Source: an optimization exercise on an open RTL-to-GDS flow (aim: small area and a short achievable clock period). Production flows keep margins and buffers that such runs may drop.
RTL that was checked went through simulation tests only; none was proved equivalent to the original.

v6:
==> flow/design.v <==
module SUBW #(
  parameter W = 8,
  parameter PREFIX = 0       
  ) (
  input  wire [W-1:0] x,
  input  wire [W-1:0] y,
  output wire [W-1:0] d,
  output wire         bo
  );
  localparam L = (W <= 1) ? 1 : $clog2(W);
  wire [W-1:0] G [0:2*L];
  wire [W-1:0] P [0:2*L];
  assign G[0] = ~x & y;
  assign P[0] = ~x | y;
  genvar l, j;
  generate
    if (PREFIX == 3) begin : g_op
      assign {bo, d} = {1'b0, x} - {1'b0, y};
    end else begin : g_pf
      for (l = 0; l < 2 * L; l = l + 1) begin : g_lvl
        for (j = 0; j < W; j = j + 1) begin : g_bit
          localparam integer K =
            (PREFIX == 0) ? ((l < L && j >= (1 << l)) ? j - (1 << l) : -1) :
            (PREFIX == 1) ? ((l < L && ((j >> l) & 1)) ? ((j >> l) << l) - 1 : -1) :
            (l < L) ? (((j + 1) % (2 << l) == 0) ? j - (1 << l) : -1) :
            (l < 2 * L - 1) ?
              (((j + 1) % (2 << (2 * L - 2 - l)) == (1 << (2 * L - 2 - l)) &&
                j >= (2 << (2 * L - 2 - l))) ? j - (1 << (2 * L - 2 - l)) : -1) : -1;
          if (K >= 0) begin : g_c
            assign G[l+1][j] = G[l][j] | (P[l][j] & G[l][K]);
            assign P[l+1][j] = P[l][j] & P[l][K];
          end else begin : g_p
            assign G[l+1][j] = G[l][j];
            assign P[l+1][j] = P[l][j];
          end
        end
      end
      wire [W:0] c = {G[2*L], 1'b0};
      wire [W-1:0] yc = y ^ c[W-1:0];
      assign d  = x ^ yc;
      assign bo = c[W];
    end
  endgenerate
endmodule
module DIV_R4 #(
  parameter FIRST = 0,
  parameter LAST = 15,
  parameter PREFIX = 2
  ) (
  input  wire [15:0] a,
  input  wire [15:0] b,
  input  wire [17:0] b3,      
  input  wire [15:0] r_in,
  output wire [15:0] q,
  output wire [15:0] r_out
  );
  wire [16:0] b2 = {b, 1'b0};
  wire [18:0] hi1, hi2, hi3;
  assign hi1[18] = 1'b0;
  assign hi2[18] = 1'b0;
  assign hi3[18] = 1'b0;
  genvar w;
  generate
    for (w = 17; w >= 0; w = w - 1) begin : g_hi
      assign hi1[w] = hi1[w + 1] | ((w < 16) ? b[w < 16 ? w : 0] : 1'b0);
      assign hi2[w] = hi2[w + 1] | ((w < 17) ? b2[w < 17 ? w : 0] : 1'b0);
      assign hi3[w] = hi3[w + 1] | b3[w];
    end
  endgenerate
  wire [15:0] r [FIRST:LAST + 2];
  assign r[FIRST] = r_in;
  genvar s;
  generate
    for (s = FIRST; s <= LAST; s = s + 2) begin : g_step
      localparam W = s + 2;
      wire [W-1:0] x;
      if (s == 0) begin : g_x0
        assign x = a[15:14];
      end else begin : g_xn
        assign x = {r[s][s-1:0], a[15-s], a[14-s]};
      end
      wire [W-1:0] d1, d2, d3;
      wire bo1, bo2, bo3;
      SUBW #(.W(W), .PREFIX(PREFIX)) U_s1 (.x(x), .y(b [W-1:0]), .d(d1), .bo(bo1));
      SUBW #(.W(W), .PREFIX(PREFIX)) U_s2 (.x(x), .y(b2[W-1:0]), .d(d2), .bo(bo2));
      SUBW #(.W(W), .PREFIX(PREFIX)) U_s3 (.x(x), .y(b3[W-1:0]), .d(d3), .bo(bo3));
      wire ge1 = ~bo1 & ~hi1[W];
      wire ge2 = ~bo2 & ~hi2[W];
      wire ge3 = ~bo3 & ~hi3[W];
      assign q[15-s] = ge2;
      assign q[14-s] = ge3 | (ge1 & ~ge2);
      wire [W-1:0] rn = ge3 ? d3 : ge2 ? d2 : ge1 ? d1 : x;
      if (W >= 16) begin : g_last
        assign r[s+2] = rn[15:0];
      end else begin : g_mid
        assign r[s+2] = {{(16-W){1'b0}}, rn};
      end
    end
  endgenerate
  assign r_out = r[LAST + 1];
  genvar u;
  generate
    for (u = 0; u < 16; u = u + 1) begin : g_q
      if (u > 15 - FIRST || u < 15 - LAST) begin : g_z
        assign q[u] = 1'b0;
      end
    end
  endgenerate
endmodule
module ALU_TOP #(
  parameter DATA_WIDTH = 16
  ) (
  input wire [DATA_WIDTH - 1 : 0] A,
  input wire [DATA_WIDTH - 1 : 0] B,
  input wire [3:0] ALU_FUN,
  input wire CLK,
  output wire [DATA_WIDTH - 1 : 0] Arith_OUT,
  output wire Carry_OUT,
  output wire Arith_Flag,
  output wire [DATA_WIDTH - 1 : 0] Logic_OUT,
  output wire Logic_Flag,
  output wire [DATA_WIDTH - 1 : 0] Shift_OUT,
  output wire Shift_Flag,
  output wire [DATA_WIDTH - 1 : 0] CMP_OUT,
  output wire CMP_Flag
  );
  localparam K = 8;    
  wire [15:0] q_pre;
  wire [15:0] r_pre;
  wire [17:0] b3_pre = {2'b00, B} + {1'b0, B, 1'b0};
  DIV_R4 #(.FIRST(0), .LAST(K - 1)) U_div_pre (
    .a(A), .b(B), .b3(b3_pre), .r_in(16'd0), .q(q_pre), .r_out(r_pre)
  );
  reg [15:0] a_q, b_q;
  reg [3:0]  fun_q;
  reg [K-1:0] qh_q;
  reg [K-1:0] r_q;
  reg [17:0] b3_q;
  always @(posedge CLK) begin
    a_q   <= A;
    b_q   <= B;
    fun_q <= ALU_FUN;
    qh_q  <= q_pre[15:16-K];
    r_q   <= r_pre[K-1:0];
    b3_q  <= b3_pre;
  end
  wire [15:0] q_post;
  wire [15:0] r_post;
  DIV_R4 #(.FIRST(K), .LAST(15)) U_div_post (
    .a(a_q), .b(b_q), .b3(b3_q), .r_in({{(16-K){1'b0}}, r_q}), .q(q_post), .r_out(r_post)
  );
  wire [15:0] quot = {qh_q, q_post[15-K:0]};
  wire [16:0] sum  = {1'b0, a_q} + {1'b0, b_q};
  wire [16:0] dif  = {1'b0, a_q} - {1'b0, b_q};
  wire [16:0] prod = a_q * b_q;
  wire sel_arith = (fun_q[3:2] == 2'b00);
  wire sel_logic = (fun_q[3:2] == 2'b01);
  wire sel_cmp   = (fun_q[3:2] == 2'b10);
  wire sel_shift = (fun_q[3:2] == 2'b11);
  reg [16:0] arith;
  always @(*) begin
    case (fun_q[1:0])
      2'b00: arith = sum;
      2'b01: arith = dif;
      2'b10: arith = prod;
      default: arith = {1'b0, quot};
    endcase
  end
  assign {Carry_OUT, Arith_OUT} = sel_arith ? arith : 17'd0;
  assign Arith_Flag = sel_arith;
  reg [15:0] logic_r;
  always @(*) begin
    case (fun_q[1:0])
      2'b00: logic_r = a_q & b_q;
      2'b01: logic_r = a_q | b_q;
      2'b10: logic_r = ~(a_q & b_q);
      default: logic_r = ~(a_q | b_q);
    endcase
  end
  assign Logic_OUT  = sel_logic ? logic_r : 16'd0;
  assign Logic_Flag = sel_logic;
  reg [1:0] cmp_r;
  always @(*) begin
    case (fun_q[1:0])
      2'b00: cmp_r = 2'd0;
      2'b01: cmp_r = (a_q == b_q) ? 2'd1 : 2'd0;
      2'b10: cmp_r = (a_q > b_q) ? 2'd2 : 2'd0;
      default: cmp_r = (a_q < b_q) ? 2'd3 : 2'd0;
    endcase
  end
  assign CMP_OUT  = sel_cmp ? {14'd0, cmp_r} : 16'd0;
  assign CMP_Flag = sel_cmp;
  reg [15:0] shift_r;
  always @(*) begin
    case (fun_q[1:0])
      2'b00: shift_r = a_q >> 1;
      2'b01: shift_r = a_q << 1;
      2'b10: shift_r = b_q >> 1;
      default: shift_r = b_q << 1;
    endcase
  end
  assign Shift_OUT  = sel_shift ? shift_r : 16'd0;
  assign Shift_Flag = sel_shift;
endmodule
Settings: LEC_CHECK=0, CAP_MARGIN=20, CORE_MARGIN=2, CORE_UTILIZATION=60, SLEW_MARGIN=20, TNS_END_PERCENT=0; clock period 38.0 ns.
standard.sh (not shown) runs the stock make flow with config.mk's settings and CLKGATE_MAP_FILE= SYNTH_SCRIPT=/design/flow/synth_recipe.tcl, a recipe that flattens the netlist after the stock synthesis.
==> flow/flow/run.sh <==
#!/bin/bash
# The standard layout with two changes to how it is made (the SDC, clock
# period and constraints are unchanged):
#  - synthesis leaves adders to ABC instead of mapping them to full/half-adder
#    cells first (ADDER_MAP_FILE empty skips extract_fa); registers are the
#    same as in the standard synthesis;
#  - the resizer's setup repair aims at a slack well above zero, so it keeps
#    sizing the critical path after the 38 ns clock is met.
set -euo pipefail
MARGIN=23.5
bash standard.sh ADDER_MAP_FILE= SETUP_SLACK_MARGIN=$MARGIN finish > standard_make.log 2>&1
Edits applied to the flow inputs when going from v6 to v7:
--- a/flow/design.v
+++ b/flow/design.v
@@ -8,5 +8,5 @@
   output wire         bo
   );
-  localparam L = (W <= 1) ? 1 : $clog2(W);
+  localparam L = (W <= 2) ? 1 : (W <= 4) ? 2 : (W <= 8) ? 3 : (W <= 16) ? 4 : 5;
   wire [W-1:0] G [0:2*L];
   wire [W-1:0] P [0:2*L];
@@ -46,5 +46,6 @@
   parameter FIRST = 0,
   parameter LAST = 15,
-  parameter PREFIX = 2
+  parameter PREFIX = 2,
+  parameter HI3_FROM_B = 0    
   ) (
   input  wire [15:0] a,
@@ -65,5 +66,9 @@
       assign hi1[w] = hi1[w + 1] | ((w < 16) ? b[w < 16 ? w : 0] : 1'b0);
       assign hi2[w] = hi2[w + 1] | ((w < 17) ? b2[w < 17 ? w : 0] : 1'b0);
-      assign hi3[w] = hi3[w + 1] | b3[w];
+      if (HI3_FROM_B) begin : g_cmp
+        assign hi3[w] = ({16'd0, b} >= (((32'd1 << w) + 32'd2) / 32'd3));
+      end else begin : g_or
+        assign hi3[w] = hi3[w + 1] | b3[w];
+      end
     end
   endgenerate
@@ -129,5 +134,5 @@
   wire [15:0] r_pre;
   wire [17:0] b3_pre = {2'b00, B} + {1'b0, B, 1'b0};
-  DIV_R4 #(.FIRST(0), .LAST(K - 1)) U_div_pre (
+  DIV_R4 #(.FIRST(0), .LAST(K - 1), .HI3_FROM_B(1)) U_div_pre (
     .a(A), .b(B), .b3(b3_pre), .r_in(16'd0), .q(q_pre), .r_out(r_pre)
   );
Results
Worst hold slack delta for v7 relative to v6: 8.3 ps lower
Diff v6 -> v7 | non-clock buffer count | increase of 65
Changes observed in v7 relative to v6: critical path depth increased about 10%, total length of routed met3 wires increased 18%.
Diff v6 -> v7: number of distinct library cells after synthesis rose 17, average routed wire per standard cell rose 3.5%.
The RTL of v6 was laid out without a check of its function.

## what the ideal ports hide
Ports are ideal in the flow. The routed layouts listed here were re-timed in OpenROAD. Step 1: set_driving_cell puts a clkbuf_16 on CLK and a buf_2 on each other input, an assumption about the parent block. Step 2 adds t to the input delays and takes it off the output delays; t is the mean of the earliest and latest rising clock arrival at the registers after step 1. Input paths then give back, and output paths get back, about the clock's delay inside the block. a / b / c = no drivers / after step 1 / after step 2; a / b = the first two.
| run | shift t [ns] | setup slack, ns | worst setup path at the end |
|---|---|---|---|
| v6 | 0.431 | 21.113 / 21.056 / 21.021 | input to register |
| v7 | 0.432 | 21.798 / 21.742 / 21.729 | input to register |
After both steps setup and hold are still met in every run listed. For v6, which loses most, drivers alone change the setup slack by -0.057 ns; drivers and shift together by -0.092 ns.
